This is an optimization exercise on Yosys and OpenROAD, whose aim is a short achievable clock period and few clock cycles, not a production implementation.
RTL that was checked went through simulation tests only; none was proved equivalent to the original.
No functional check of the RTL was part of run 2.
Power figures rest on the tool's default switching activity, not on a simulated workload.

===== run.sh =====
#!/bin/bash
# synth_recipe.tcl (not shown) runs the flow's synth.tcl, then flattens the netlist and writes it again
# the make line also repeats each setting of config.mk as NAME=value (left out here)
make -C /OpenROAD-flow-scripts/flow DESIGN_CONFIG=/design/flow/config.mk WORK_HOME=/design/flow/orfs CLKGATE_MAP_FILE= SYNTH_SCRIPT=/design/flow/synth_recipe.tcl finish

===== config.mk =====
export PLATFORM = sky130hd
export DESIGN_NAME = riscv_single_cycle
export DESIGN_NICKNAME = riscv_single_cycle
export VERILOG_FILES = /design/flow/design.v
export SDC_FILE = /design/flow/constraint.sdc
export NUM_CORES = 4
export LEC_CHECK = 0
export CAP_MARGIN = 20
export CORE_MARGIN = 2
export CORE_UTILIZATION = 40
export SETUP_SLACK_MARGIN = 0.3
export SLEW_MARGIN = 20

===== constraint.sdc =====
create_clock -name core_clock -period 12.0 [get_ports {clk}]
set_input_delay 2.4000 -clock core_clock [delete_from_list [all_inputs] [get_ports {clk}]]
set_output_delay 2.4000 -clock core_clock [all_outputs]
set_load 0.01 [all_outputs]

===== design.v =====
module ALU( A, B, ALUcontrol_In, ALUResult, zero);
input [31:0] A,B;
input [3:0] ALUcontrol_In;
output reg zero;
output reg [31:0] ALUResult;
always @ (ALUcontrol_In or A or B)
begin
    case (ALUcontrol_In)
        4'b0000: begin zero<=0; ALUResult<=A&B; end
        4'b0001: begin zero<=0; ALUResult<=A|B; end
        4'b0010: begin zero<=0; ALUResult<=A+B; end
        4'b0110: begin if(A==B) zero<=1; else zero<=0; ALUResult<=A-B; end
        default: begin zero<=0; ALUResult<=A; end
    endcase
end
endmodule
module ALU_Control(ALUOp, funct7, funct3, ALUControl_out);
    input [1:0] ALUOp;
    input funct7;
    input [2:0] funct3;
    output reg [3:0] ALUControl_out;
    always @(*) begin
        case ({ALUOp, funct7, funct3})
            6'b00_0_000 : ALUControl_out <= 4'b0010;  
            6'b01_0_000 : ALUControl_out <= 4'b0110;  
            6'b10_0_000 : ALUControl_out <= 4'b0010;  
            6'b10_1_000 : ALUControl_out <= 4'b0110;  
            6'b10_0_111 : ALUControl_out <= 4'b0000;  
            6'b10_0_110 : ALUControl_out <= 4'b0001;  
            default: ALUControl_out <= 4'b0000;  
        endcase
    end
endmodule 
module And(branch, zero, andout);
    input branch, zero;
    output andout;
    assign andout = branch & zero;
endmodule 
module Control_Unit ( Opcode,Branch,MemRead,MemtoReg,MemWrite,ALUSrc,RegWrite, ALUOp);
    input [6:0] Opcode;
    output reg Branch,MemRead,MemtoReg,MemWrite,ALUSrc,RegWrite;
    output reg [1:0] ALUOp;
    always @(*)
    begin
        case (Opcode)
            7'b0110011:  
            begin 
                ALUSrc <= 0;
                MemtoReg <= 0;
                RegWrite <= 1;
                MemRead <= 0;
                MemWrite <= 0;
                Branch <= 0;
                ALUOp <= 2'b10;
            end
            7'b0000011:  
            begin 
                ALUSrc <= 1;
                MemtoReg <= 1;
                RegWrite <= 1;
                MemRead <= 1;
                MemWrite <= 0;
                Branch <= 0;
                ALUOp <= 2'b00;
            end
            7'b0100011:  
            begin 
                ALUSrc <= 1;
                MemtoReg <= 0;
                RegWrite <= 0;
                MemRead <= 0;
                MemWrite <= 1;
                Branch <= 0;
                ALUOp <= 2'b00;
            end
            7'b1100011:  
            begin 
                ALUSrc <= 0;
                MemtoReg <= 0;
                RegWrite <= 0;
                MemRead <= 0;
                MemWrite <= 0;
                Branch <= 1;
                ALUOp <= 2'b01;
            end
				7'b0010011:  
            begin 
                ALUSrc <= 1;
                MemtoReg <= 0;
                RegWrite <= 1;
                MemRead <= 0;
                MemWrite <= 0;
                Branch <= 0;
                ALUOp <= 2'b10;
            end
            default:  
            begin 
                ALUSrc <= 0;
                MemtoReg <= 0;
                RegWrite <= 1;
                MemRead <= 0;
                MemWrite <= 0;
                Branch <= 0;
                ALUOp <= 2'b10;
            end
        endcase
    end
endmodule 
module Data_Memory(clk, reset, MemWrite, MemRead, address, Writedata, Data_out);
    input clk, reset, MemWrite, MemRead;
    input [31:0] address, Writedata;
    output [31:0] Data_out;
    reg [31:0] DataMemory [63:0];
    assign Data_out = (MemRead) ? DataMemory[address[5:0]] : 32'b0;
    integer k;
    always @(posedge clk)
    begin
        if (reset == 1'b1) begin
            for (k = 0; k < 64; k = k + 1)
                DataMemory[k] = 32'b0;
        end
        else if (MemWrite) begin
            DataMemory[address[5:0]] = Writedata;
        end
    end
endmodule 
module immediate_Generator (
    input [6:0] Opcode,
    input [31:0] instruction,
    output reg [31:0] ImmExt
);
always @* begin
    case (Opcode)
        7'b0010011: ImmExt = {{20{instruction[31]}}, instruction[31:20]};   
        7'b0100011: ImmExt = {{20{instruction[31]}}, instruction[31:25], instruction[11:7]};   
		  7'b1100011: ImmExt = {{19{instruction[31]}}, instruction[31], instruction[7], instruction[30:25], instruction[11:8], 1'b0};   
        default: ImmExt = {{22{instruction[29]}}, instruction[29:20]};   
    endcase
end
endmodule 
module Mux1(Sel, A1, B1, Mux1_out);
    input Sel;
    input [31:0] A1, B1;
    output [31:0] Mux1_out;
    assign Mux1_out = (Sel == 1'b0) ? A1 : B1;
endmodule 
module Mux2(Sel, A2, B2, Mux2_out);
    input Sel;
    input [31:0] A2, B2;
    output [31:0] Mux2_out;
    assign Mux2_out = (Sel == 1'b0) ? A2 : B2;
endmodule 
module Mux3(Sel, A3, B3, Mux3_out);
    input Sel;
    input [31:0] A3, B3;
    output [31:0] Mux3_out;
    assign Mux3_out = (Sel == 1'b0) ? A3 : B3;
endmodule 
module PCplus4(fromPC, NexttoPC);
	input  [31:0] fromPC;
	output [31:0] NexttoPC;
	assign NexttoPC = fromPC + 32'h00000001;
endmodule 
module Program_Counter (clk, reset, PC_in, PC_out);
input clk, reset;
input [31:0] PC_in;
output reg [31:0] PC_out;
always @ (posedge clk)
begin
    if(reset==1'b1)
        PC_out <= 32'h0;
    else
        PC_out <= PC_in;
end
endmodule
module Register_File(clk, reset, RegWrite, Rs1, Rs2, Rd, Write_data, Read_data1, Read_data2);
input clk, reset, RegWrite;
input [4:0] Rs1, Rs2, Rd;
input [31:0] Write_data;
output [31:0] Read_data1, Read_data2;
reg [31:0] Registers [31:0];
integer k;
always @(posedge clk) begin
    if (reset == 1'b1) begin
        for (k = 0; k < 32; k = k + 1) begin
            Registers[k] = 32'h0;
        end
    end
    else if (RegWrite == 1'b1) begin
        Registers[Rd] = Write_data;
    end
end
assign Read_data1 = Registers[Rs1];
assign Read_data2 = Registers[Rs2];
endmodule 
module seletor_bits (
    input [31:0] data_in,
    output [6:0] instruction_control,
	 output [4:0] intruction_r_register1,
	 output [4:0] intruction_r_register2,
	 output [4:0] instruction_w_register
);
assign instruction_control = data_in[6:0];
assign intruction_r_register1 = data_in[19:15];
assign intruction_r_register2 = data_in[24:20];
assign instruction_w_register = data_in[11:7];
endmodule 
module seletor_bits_2 (
    input [31:0] data_in,
	 output func7,
	 output [2:0] func3
);
assign func7 = data_in[30];
assign func3 = data_in[14:12];
endmodule 
module PC_Next(
    input [31:0] fromPC,
    input [31:0] Imediato,
    input jump,
    output [31:0] NexttoPC
);
    assign NexttoPC = jump ? (fromPC + Imediato) : (fromPC + 32'd1);
endmodule
module riscv_single_cycle (
    input         clk,
    input         reset,
    input  [31:0] instr,
    output [31:0] pc,
    output        rf_we,
    output [4:0]  rf_rd,
    output [31:0] rf_wdata,
    output        dm_we,
    output [5:0]  dm_addr,
    output [31:0] dm_wdata
);
    wire [31:0] pc_next;
    wire [6:0]  opcode;
    wire [4:0]  rs1, rs2, rd;
    wire        funct7;
    wire [2:0]  funct3;
    wire        Branch, MemRead, MemtoReg, MemWrite, ALUSrc, RegWrite;
    wire [1:0]  ALUOp;
    wire [3:0]  alu_ctl;
    wire [31:0] read_data1, read_data2, imm, alu_b, alu_result, mem_data, write_back;
    wire        zero, jump;
    Program_Counter u_pc (.clk(clk), .reset(reset), .PC_in(pc_next), .PC_out(pc));
    seletor_bits u_sel (.data_in(instr), .instruction_control(opcode),
        .intruction_r_register1(rs1), .intruction_r_register2(rs2),
        .instruction_w_register(rd));
    seletor_bits_2 u_sel2 (.data_in(instr), .func7(funct7), .func3(funct3));
    Control_Unit u_ctrl (.Opcode(opcode), .Branch(Branch), .MemRead(MemRead),
        .MemtoReg(MemtoReg), .MemWrite(MemWrite), .ALUSrc(ALUSrc),
        .RegWrite(RegWrite), .ALUOp(ALUOp));
    Register_File u_rf (.clk(clk), .reset(reset), .RegWrite(RegWrite),
        .Rs1(rs1), .Rs2(rs2), .Rd(rd), .Write_data(write_back),
        .Read_data1(read_data1), .Read_data2(read_data2));
    immediate_Generator u_imm (.Opcode(opcode), .instruction(instr), .ImmExt(imm));
    Mux1 u_alusrc (.Sel(ALUSrc), .A1(read_data2), .B1(imm), .Mux1_out(alu_b));
    ALU_Control u_aluctl (.ALUOp(ALUOp), .funct7(funct7), .funct3(funct3),
        .ALUControl_out(alu_ctl));
    ALU u_alu (.A(read_data1), .B(alu_b), .ALUcontrol_In(alu_ctl),
        .ALUResult(alu_result), .zero(zero));
    Data_Memory u_dmem (.clk(clk), .reset(reset), .MemWrite(MemWrite),
        .MemRead(MemRead), .address(alu_result), .Writedata(read_data2),
        .Data_out(mem_data));
    Mux3 u_wb (.Sel(MemtoReg), .A3(alu_result), .B3(mem_data), .Mux3_out(write_back));
    And u_and (.branch(Branch), .zero(zero), .andout(jump));
    PC_Next u_pcnext (.fromPC(pc), .Imediato(imm), .jump(jump), .NexttoPC(pc_next));
    assign rf_we    = RegWrite;
    assign rf_rd    = rd;
    assign rf_wdata = write_back;
    assign dm_we    = MemWrite;
    assign dm_addr  = alu_result[5:0];
    assign dm_wdata = read_data2;
endmodule

==> flow_summary.ini, run 1 <==
[outcome]
outcome = no timing/DRC/antenna violations

[route]
avgRoutedWirePerCell_um = 36.24
via_per_inst = 6.475
first_iter_violations = 17803
drc_errors = 0
final_antenna_net_count = 0
vias = 109649
dr.pass1.iters = 8
routed_wl_um = 613700

[sta]
setup_viol = 0
max_freq_mhz = 84.34
rsz0062_at_grt = false
fin_skew_ps = 68.52
slew_viol_final = 0
period_share = 0.9881
hold_viol = 0
worstMarginPinSlew_ps = 1399
relSlewSlack = 0.06717
fin_crit_ps = 11860

[placement]
placed_cell_area_sq_um = 162100
numPortBuffers = 142
gp_congestion = 1.003
dpl.hpwl_um = 389100
dp_cells = 16315

[cells_and_area]
area_delta_synth_final_pct = 15.13
fin_cells = 16935
fill_cells = 32963
nets = 11835
finalInstanceArea_sq_um = 172900
drive_gt1_frac = 0.2100

[floorplan]
rows = 225
initial_utilization = 0.4009
die_area_sq_um = 380400
die_h_um = 616.8
die_width_um = 616.8
core_sq_um = 374700
pin_count = 143

[setup_path]
critPathMaxStageDelay_ps = 760
worst_path_max_delay_cell = nor2_2
start_kind = input pin
worstPathMaxFanout = 32
end_kind = primary output
required_ps = 9600
criticalPathCategory = input pin to primary output
critPathTopFamily = buffers and inverters
cp_num_buf_inv = 7
cp_cell_sequence = clkbuf_16 -> mux4_2 -> mux4_2 -> mux2i_4 -> a21oi_1 -> ha_1 -> fa_1 -> xor2_1 -> nand3_1 -> mux2i_1 -> nor3_2 -> buf_12 -> clkinv_8 -> nor2_2 -> buf_4 -> a22oi_1 -> o22ai_1 -> a22o_1 -> o31ai_4 -> buf_12 -> inv_2 -> clkdlybuf4s50_1
arrival_ps = 9460

[clock_tree]
clk_pin_slew_ps = 60
clock_latency_ps = 980
clockBufferDepth = 4
ctsHoldBuffers = 0
cts_root_buf = clkbuf_16
numCtsBuffers = 330
cts_tree = built
cts_sinks = 3104
cts_max_level = 5

[pwr]
p_per_area_nw_per_um2 = 170.9
p_leak_nw = 61.82
totalPowerFinal_w = 0.02956
peakVddDrop_uv = 185.3

[grt]
track_usage = 0.3149
gr-total-overflow = 0
grt_start_max_net_pins = 104
grt_pass1_vias = 105799
grt_pass1_wl_um = 843500
antenna_found_initial = 44

[hold_path]
hp-class = register to register

[logic_synthesis]
ys_seq_area_frac = 0.6184
synth_flop_cell = edfxtp_1
ys_top_cells_by_area = edfxtp_1 (61%), mux4_2 (11%), nor2_1 (6.9%)
async_reset_ff_frac = 0
netlist_area_sq_um = 150200
synth_cells = 11471
synth_top_area_cell = edfxtp_1
synth.avg_cell_area_sq_um = 13.09
synth_warnings = 7
synth_common_cells = edfxtp_1 (3072), nor2_1 (2743), mux4_2 (747)
synth_top_area_share = 0.6141
synth_seq_cells = 3104
synth_edf_count = 3072
synth_cell_type_count = 108
synth_most_common_cell = edfxtp_1

[job]
drv_cap = 0
## registers in the layout, summed over array words and instances, names as in the netlist
signal             cells
u_pc.PC_out           32
u_rf.Registers      1024
u_dmem.DataMemory   2048
## power by group
part | leakage [nW] | switching, W | total [W] | internal, W
Sequential | 32.0 | 0.000141 | 0.0124 | 0.0123
Clock | 4.99 | 0.00452 | 0.0101 | 0.00554
Combinational | 24.8 | 0.00491 | 0.00708 | 0.00217
Total | 61.8 | 0.00957 | 0.0296 | 0.0200
## metrics by stage
| step | util | setup WS (ps) | TNS [ps] | hold slack (ps) |
|---|---|---|---|---|
| global placement | 0.4324 | -476.5 | -2905 | 586.2 |
| global route | 0.4615 | 311.1 | 0 | 684.8 |
| CTS | 0.4607 | 270.1 | 0 | 615.6 |
| detailed placement | 0.4326 | -147.7 | -319.3 | 595.1 |
| floorplan | - | 983.9 | 0 | 628.8 |
| finish | 0.4615 | 142.7 | 0 | 608.5 |
## logic make-up after synthesis
family | Yosys count | share of synthesized area
AND/OR/NAND/NOR | 4368 | 0.1241
flip-flops | 3104 | 0.6184
multiplexers | 1098 | 0.1367
AO/OA/AOI/OAI | 1424 | 0.07100
adder cells (fa/ha/maj) | 129 | 0.01090
XOR/XNOR | 32 | 0.001866
buffers and inverters | 1315 | 0.03698
other | 1 | 0.00002496
## area by class of cell
class,count,area (sq um),share of cell area
sequential,3104,92890,0.5371
clock buffer,402,8571,0.04956
antenna,12,30.03,0.0001736
clock inverter,187,1667,0.009637
tap,4994,6248,0.03613
multi-input combinational,7052,53070,0.3069
timing repair buffer,1030,9836,0.05688
inverter,154,619.3,0.003581
## cell usage in the layout (no fill, tap or decap), types with 136 or more instances in the layout
master,instances
edfxtp_1,3072
nor2_1,2720
buf_4,757
mux4_2,747
nand2_1,547
and2_1,339
clkbuf_16,335
nor3_1,201
a221oi_1,176
a21oi_1,174
o21ai_0,162
mux2_2,158
mux2i_1,155
nand3_1,153
inv_1,141
and3_1,136
## metal layers
layer  vias up  global-route usage  part of all wire
met3      1702             0.08814              0.13
met2      8519              0.4782              0.44
li1      43382                   -                 -
met1     56014              0.3971              0.35
met4        32              0.2017             0.076
met5         -                   0           0.00037
## tightest hold or removal path: cells and delay by family (launching register included)
| kind | cells | cell delay [ps] |
|---|---|---|
| adder cells (fa/ha/maj) | 1 | 130 |
| flip-flops | 1 | 340 |
| AND/OR/NAND/NOR | 1 | 110 |
## path summary, 6_finish.rpt
check / cells past startpoint / slack [ps] / to / startpoint
max: 22 / 140 / rf_wdata[15] / instr[20]
min: 2 / 610 / u_pc.PC_out[0]$_SDFF_PP0_ / u_pc.PC_out[0]$_SDFF_PP0_
max reg2reg: 22 / 3970 / u_pc.PC_out[30]$_SDFF_PP0_ / u_rf.Registers[15][24]$_SDFFCE_PN0P_
min reg2reg: 2 / 610 / u_pc.PC_out[0]$_SDFF_PP0_ / u_pc.PC_out[0]$_SDFF_PP0_
## what timing repair did
item | in CTS | in global routing
cloned | 2 | 3
resized for setup | 31 | 22
buffers inserted | 7 | 4
endpoints found under the setup margin | 27 | 27
pin swaps | 4 | 6
Testbench counts, summed over its fixed seeds: cycles 19,357.
==> inputs of run 2 (changes only) <==
==> design.v (replaced) <==
module riscv_single_cycle (
    input         clk,
    input         reset,
    input  [31:0] instr,
    output [31:0] pc,
    output        rf_we,
    output [4:0]  rf_rd,
    output [31:0] rf_wdata,
    output        dm_we,
    output [5:0]  dm_addr,
    output [31:0] dm_wdata
);
    reg  [9:0]  pc_q;
    reg  [31:0] regs [0:31];
    reg  [31:0] mem  [0:63];
    reg         e_wr;         
    reg         e_ld;         
    reg         e_st;         
    reg  [4:0]  e_rd;
    reg  [31:0] e_a;          
    reg  [31:0] e_b;          
    reg  [31:0] e_s;          
    reg         e_fa, e_fb, e_fs;  
    reg         e_add, e_sub, e_or;  
    reg         o_rf_we;
    reg  [4:0]  o_rf_rd;
    reg  [31:0] o_rf_wdata;
    reg         o_dm_we;
    reg  [5:0]  o_dm_addr;
    reg  [31:0] o_dm_wdata;
    wire [6:0] op  = instr[6:0];
    wire [4:0] rd  = instr[11:7];
    wire [2:0] f3  = instr[14:12];
    wire [4:0] rs1 = instr[19:15];
    wire [4:0] rs2 = instr[24:20];
    wire       f7  = instr[30];
    wire is_ld = (op == 7'b0000011);
    wire is_st = (op == 7'b0100011);
    wire is_br = (op == 7'b1100011);
    wire is_i  = (op == 7'b0010011);
    wire is_r  = !(is_ld | is_st | is_br | is_i);
    wire f_base = !f7 && (f3 == 3'b000);
    wire [31:0] imm_i = {{20{instr[31]}}, instr[31:20]};
    wire [31:0] imm_l = {{22{instr[29]}}, instr[29:20]};
    wire [31:0] imm_s = {{20{instr[31]}}, instr[31:25], instr[11:7]};
    wire [9:0]  imm_b = {instr[29:25], instr[11:8], 1'b0};
    wire [31:0] r1 = regs[rs1];
    wire [31:0] r2 = regs[rs2];
    wire dep1 = e_wr && (e_rd == rs1);
    wire dep2 = e_wr && (e_rd == rs2);
    wire br_cond = is_br && f_base;
    wire br_same = (rs1 == rs2);
    wire stall   = br_cond && !br_same && (dep1 || dep2);
    wire taken   = br_cond && (br_same || (r1 == r2));
    wire [9:0] pc_next = stall ? pc_q : taken ? (pc_q + imm_b) : (pc_q + 10'd1);
    wire use_imm = is_i | is_ld | is_st;
    wire fn_add  = (is_r | is_i) ? (f3 == 3'b000 && !f7) : f_base;
    wire fn_sub  = (is_r | is_i) && (f3 == 3'b000 && f7);
    wire fn_or   = (is_r | is_i) && (f3 == 3'b110 && !f7);
    wire [31:0] f_imm = is_i ? imm_i : is_ld ? imm_l : imm_s;
    wire        f_go  = !stall && !is_br && !is_st;
    wire [31:0] a = e_fa ? o_rf_wdata : e_a;
    wire [31:0] b = e_fb ? o_rf_wdata : e_b;
    wire [31:0] s = e_fs ? o_rf_wdata : e_s;
    wire [31:0] sum  = a + (e_sub ? ~b : b) + {31'd0, e_sub};
    wire [31:0] alu  = (e_add | e_sub) ? sum : e_or ? (a | b) : (a & b);
    wire [5:0]  addr = alu[5:0];
    wire [31:0] ldata = mem[addr];
    wire [31:0] wdata = e_ld ? ldata : alu;
    integer k;
    always @(posedge clk) begin
        if (reset) begin
            pc_q <= 10'd0;
            e_wr <= 1'b0; e_ld <= 1'b0; e_st <= 1'b0;
            o_rf_we <= 1'b0; o_dm_we <= 1'b0;
            for (k = 0; k < 32; k = k + 1) regs[k] <= 32'd0;
            for (k = 0; k < 64; k = k + 1) mem[k] <= 32'd0;
        end else begin
            pc_q <= pc_next;
            e_wr  <= f_go;
            e_ld  <= !stall && is_ld;
            e_st  <= !stall && is_st;
            o_rf_we <= e_wr;
            o_dm_we <= e_st;
            if (e_wr) regs[e_rd] <= wdata;
            if (e_st) mem[addr] <= s;
        end
        e_rd  <= rd;
        e_a   <= r1;
        e_b   <= use_imm ? f_imm : r2;
        e_s   <= r2;
        e_fa  <= dep1;
        e_fb  <= dep2 && !use_imm;
        e_fs  <= dep2;
        e_add <= fn_add;
        e_sub <= fn_sub;
        e_or  <= fn_or;
        o_rf_rd    <= e_rd;
        o_rf_wdata <= wdata;
        o_dm_addr  <= addr;
        o_dm_wdata <= s;
    end
    assign pc       = {22'd0, pc_q};
    assign rf_we    = o_rf_we;
    assign rf_rd    = o_rf_rd;
    assign rf_wdata = o_rf_wdata;
    assign dm_we    = o_dm_we;
    assign dm_addr  = o_dm_addr;
    assign dm_wdata = o_dm_wdata;
endmodule
--- a/config.mk
+++ b/config.mk
@@ -7,2 +7,3 @@
 export LEC_CHECK = 0
+export ABC_CLOCK_PERIOD_IN_PS = 3000
 export CAP_MARGIN = 20
@@ -10,3 +11,3 @@
 export CORE_UTILIZATION = 40
-export SETUP_SLACK_MARGIN = 0.3
+export SETUP_SLACK_MARGIN = 5
 export SLEW_MARGIN = 20
==> flow_summary.ini, run 2 <==
[setup_path]
arrival_ps = 7990
cp_num_buf_inv = 5
required_ps = 12750
critPathLaunch = e_fa$_DFF_P_
cpMostUsedCell = buf_4
reg2reg_from = e_fa$_DFF_P_
cp_cell_sequence = buf_6 -> mux2_2 -> ha_1 -> a21oi_1 -> o41ai_2 -> xor2_1 -> mux2i_4 -> inv_1 -> buf_4 -> nor2_1 -> nand2_1 -> buf_4 -> o21ai_1 -> and4b_1 -> or2_0 -> buf_4 -> nor2_1
end_kind = register
criticalPathCategory = register to register
r2r-end = regs[10][24]$_SDFFCE_PN0P_
worst_path_max_delay_cell = o21ai_1
worstPathMaxFanout = 44
start_kind = register
critPathTopFamily = simple AND/OR/NAND/NOR gates
r2r_setup_slack_ps = 4760
ff2ff_path_depth = 17
critPathMaxStageDelay_ps = 860

[logic_synthesis]
synth_top_area_cell = edfxtp_1
synth_warnings = 1
synthMuxAreaShare = 0.09082
synth_fa_ha_area_frac = 0.003737
synth_flop_cell = edfxtp_1
async_reset_ff_frac = 0
synth_top_family_by_area = simple AND/OR/NAND/NOR gates
ys_seq_area_frac = 0.6441
synth_most_common_cell = nor2_1
synth_xor_xnor_area_share = 0.007624
synth_top_area_share = 0.6177
synth.avg_cell_area_sq_um = 12.34
ys_top_cells_by_area = edfxtp_1 (62%), nor2_1 (8.0%), mux4_2 (4.9%)
synth_edf_count = 3072
synth-compound-area-share = 0.09706
synth-simple-area-share = 0.1179
synth_cell_type_count = 103
synth_seq_cells = 3269
netlist_area_sq_um = 149300
synth_cells = 12104
synth_common_cells = nor2_1 (3198), edfxtp_1 (3072), clkbuf_1 (727)

[cells_and_area]
mostFrequentLayoutCells = nor2_1 (3185), edfxtp_1 (3072), nand2_1 (637)
area_delta_synth_final_pct = 13.04
layout_commonest_cell = nor2_1
fin_cells = 17098
largest_reg_flops = 2048
nets = 11878
drive_gt1_frac = 0.1371
fill_cells = 32989

[grt]
antenna_found_initial = 31
gr-total-overflow = 0
grt_pass1_vias = 108321
track_usage = 0.3270
grt_pass1_wl_um = 872000
grt_start_max_net_pins = 118

[route]
first_iter_violations = 22255
avgRoutedWirePerCell_um = 37.51
via_per_inst = 6.673
vias = 114094
routed_wl_um = 641300
drc_errors = 0
dr.pass1.iters = 9
final_antenna_net_count = 0

[floorplan]
die_h_um = 615.0
initial_utilization = 0.4016
rows = 224
die_width_um = 615.0
core_sq_um = 371900
pin_count = 143
die_area_sq_um = 378300

[sta]
fin_crit_ps = 7244
period_share = 0.6037
fin_skew_ps = 116.2
max_freq_mhz = 138.0
setup_viol = 0
rsz0062_at_grt = true
slew_viol_final = 0
worstMarginPinSlew_ps = 1346
hold_viol = 0
tns_ps = 0
relSlewSlack = 0.1004

[pwr]
p_per_area_nw_per_um2 = 175.1
peakVddDrop_uv = 124.3
seq_power_share = 0.446
switchingPower_w = 0.009048
p_sw_frac = 0.3060
p_leak_nw = 59.43
p_comb_frac = 0.177
intPower_w = 0.02052
p_clk_frac = 0.376

[hold_path]
hp-class = register to register
min_to = o_rf_rd[0]$_DFF_P_
min_path_cells = 0
worstHoldStart = e_rd[0]$_DFF_P_

[placement]
numPortBuffers = 120
dp_cells = 16390
gp_congestion = 0.9523
dpl.hpwl_um = 359800

[clock_tree]
numCtsBuffers = 352
cts_sinks = 3269
ctsHoldBuffers = 0
cts_max_level = 5
cts_tree = built
clock_latency_ps = 1010
clk_pin_slew_ps = 60
cts_root_buf = clkbuf_16
clockBufferDepth = 4

[job]
drv_cap = 0

[outcome]
outcome = no timing/DRC/antenna violations
[run 2: power groups by stage]
stage          logic [W]  registers [W]  clock network (W)
3_5_place_dp     0.00481         0.0134                  0
4_1_cts          0.00492         0.0132             0.0111
5_1_grt          0.00521         0.0132             0.0115
2_1_floorplan    0.00248         0.0133                  0
3_3_place_gp     0.00477         0.0134                  0
6_report         0.00524         0.0132             0.0111
[run 2: through the flow]
stage / power (W) / worst slack (ps) / cell area, sq um / hold slack, ps / util
after global routing: 0.02995 / 4985 / 168800 / 479.9 / 0.4538
after CTS: 0.02919 / 4986 / 168300 / 460.9 / 0.4525
after floorplan: 0.01576 / 6181 / 149400 / 329.0 / -
after global placement: 0.01818 / 3893 / 156100 / 448.8 / 0.4197
after detailed placement: 0.01823 / 3900 / 156200 / 451.3 / 0.4200
final: 0.02956 / 4756 / 168800 / 456.0 / 0.4539
[run 2: worst max path at each step]
stage                                            end  slack [ps]  cells past startpoint
after floorplan              mem[0][0]$_SDFFCE_PN0P_        6180                     21
after detailed placement    regs[2][3]$_SDFFCE_PN0P_        3900                     18
final                     regs[10][24]$_SDFFCE_PN0P_        4760                     17
after global placement          pc_q[1]$_SDFFE_PP0N_        3890                     15
after global routing      regs[10][24]$_SDFFCE_PN0P_        4980                     19
after CTS                   regs[2][3]$_SDFFCE_PN0P_        4990                     18
[run 2: area by class of cell]
cell class                 count  area, sq um  share of cell area
antenna                       23        57.56           0.0003409
clock buffer                 483         9851             0.05835
clock inverter               167         1749             0.01036
inverter                     100        400.4            0.002372
multi-input combinational   7531        49290              0.2920
sequential                  3269        96210              0.5699
tap                         4972         6221             0.03685
timing repair buffer         553         5036             0.02983
[run 2: repair_timing]
| item | 4_1_cts | 5_1_grt |
|---|---|---|
| gates resized for setup | 63 | 25 |
| cloned | 5 | 2 |
| pin swaps | 9 | 3 |
| setup endpoints to repair | 1059 | 785 |
| setup buffers | 12 | 8 |
| hold endpoints to repair | 0 | 0 |
[run 2: per-layer routing]
metal | vias up | track usage | part of all wire
met1 | 56941 | 0.4218 | 0.34
met3 | 2218 | 0.1162 | 0.16
li1 | 44084 | - | -
met4 | 26 | 0.2156 | 0.078
met5 | - | 0.001515 | 0.00081
met2 | 10825 | 0.4631 | 0.41
[run 2: cells by family (layout without fill, tap and decap cells)]
kind of cell / count (synthesis) / in the layout
buf+inv: 1330 / 1303
fa+ha+maj: 45 / 45
flops: 3269 / 3269
mux: 945 / 945
other cells: 1 / 45
xor+xnor: 130 / 130
compound gates: 1991 / 1995
simple gates: 4393 / 4394

[static timing again, ports no longer ideal]
Ports are ideal in the flow. The routed layouts listed here were re-timed in OpenROAD. Step 1 sets driving cells, clkbuf_16 on the clock port and buf_2 on the other inputs (assumed; they add their load-dependent delay and slew). Step 2 also shifts input and output timing later by t, the mid clock arrival at the registers, as if the neighbouring blocks saw the same clock. Slacks: no drivers / after step 1 / after step 2; pairs: no drivers / after step 1.
| run | shift t [ns] | setup slack, ns | latest minus earliest clock arrival (ns) |
|---|---|---|---|
| run 1 | 1.069 | 0.143 / -0.145 / -0.145 | 0.070 / 0.070 |
| run 2 | 1.058 | 4.756 / 4.756 / 4.039 | 0.119 / 0.119 |
With both steps, setup timing fails in run 1, where it was met with ideal ports. The setup slack of run 2, which loses most, moves by 0.000 ns with the drivers and by -0.717 ns with both steps.
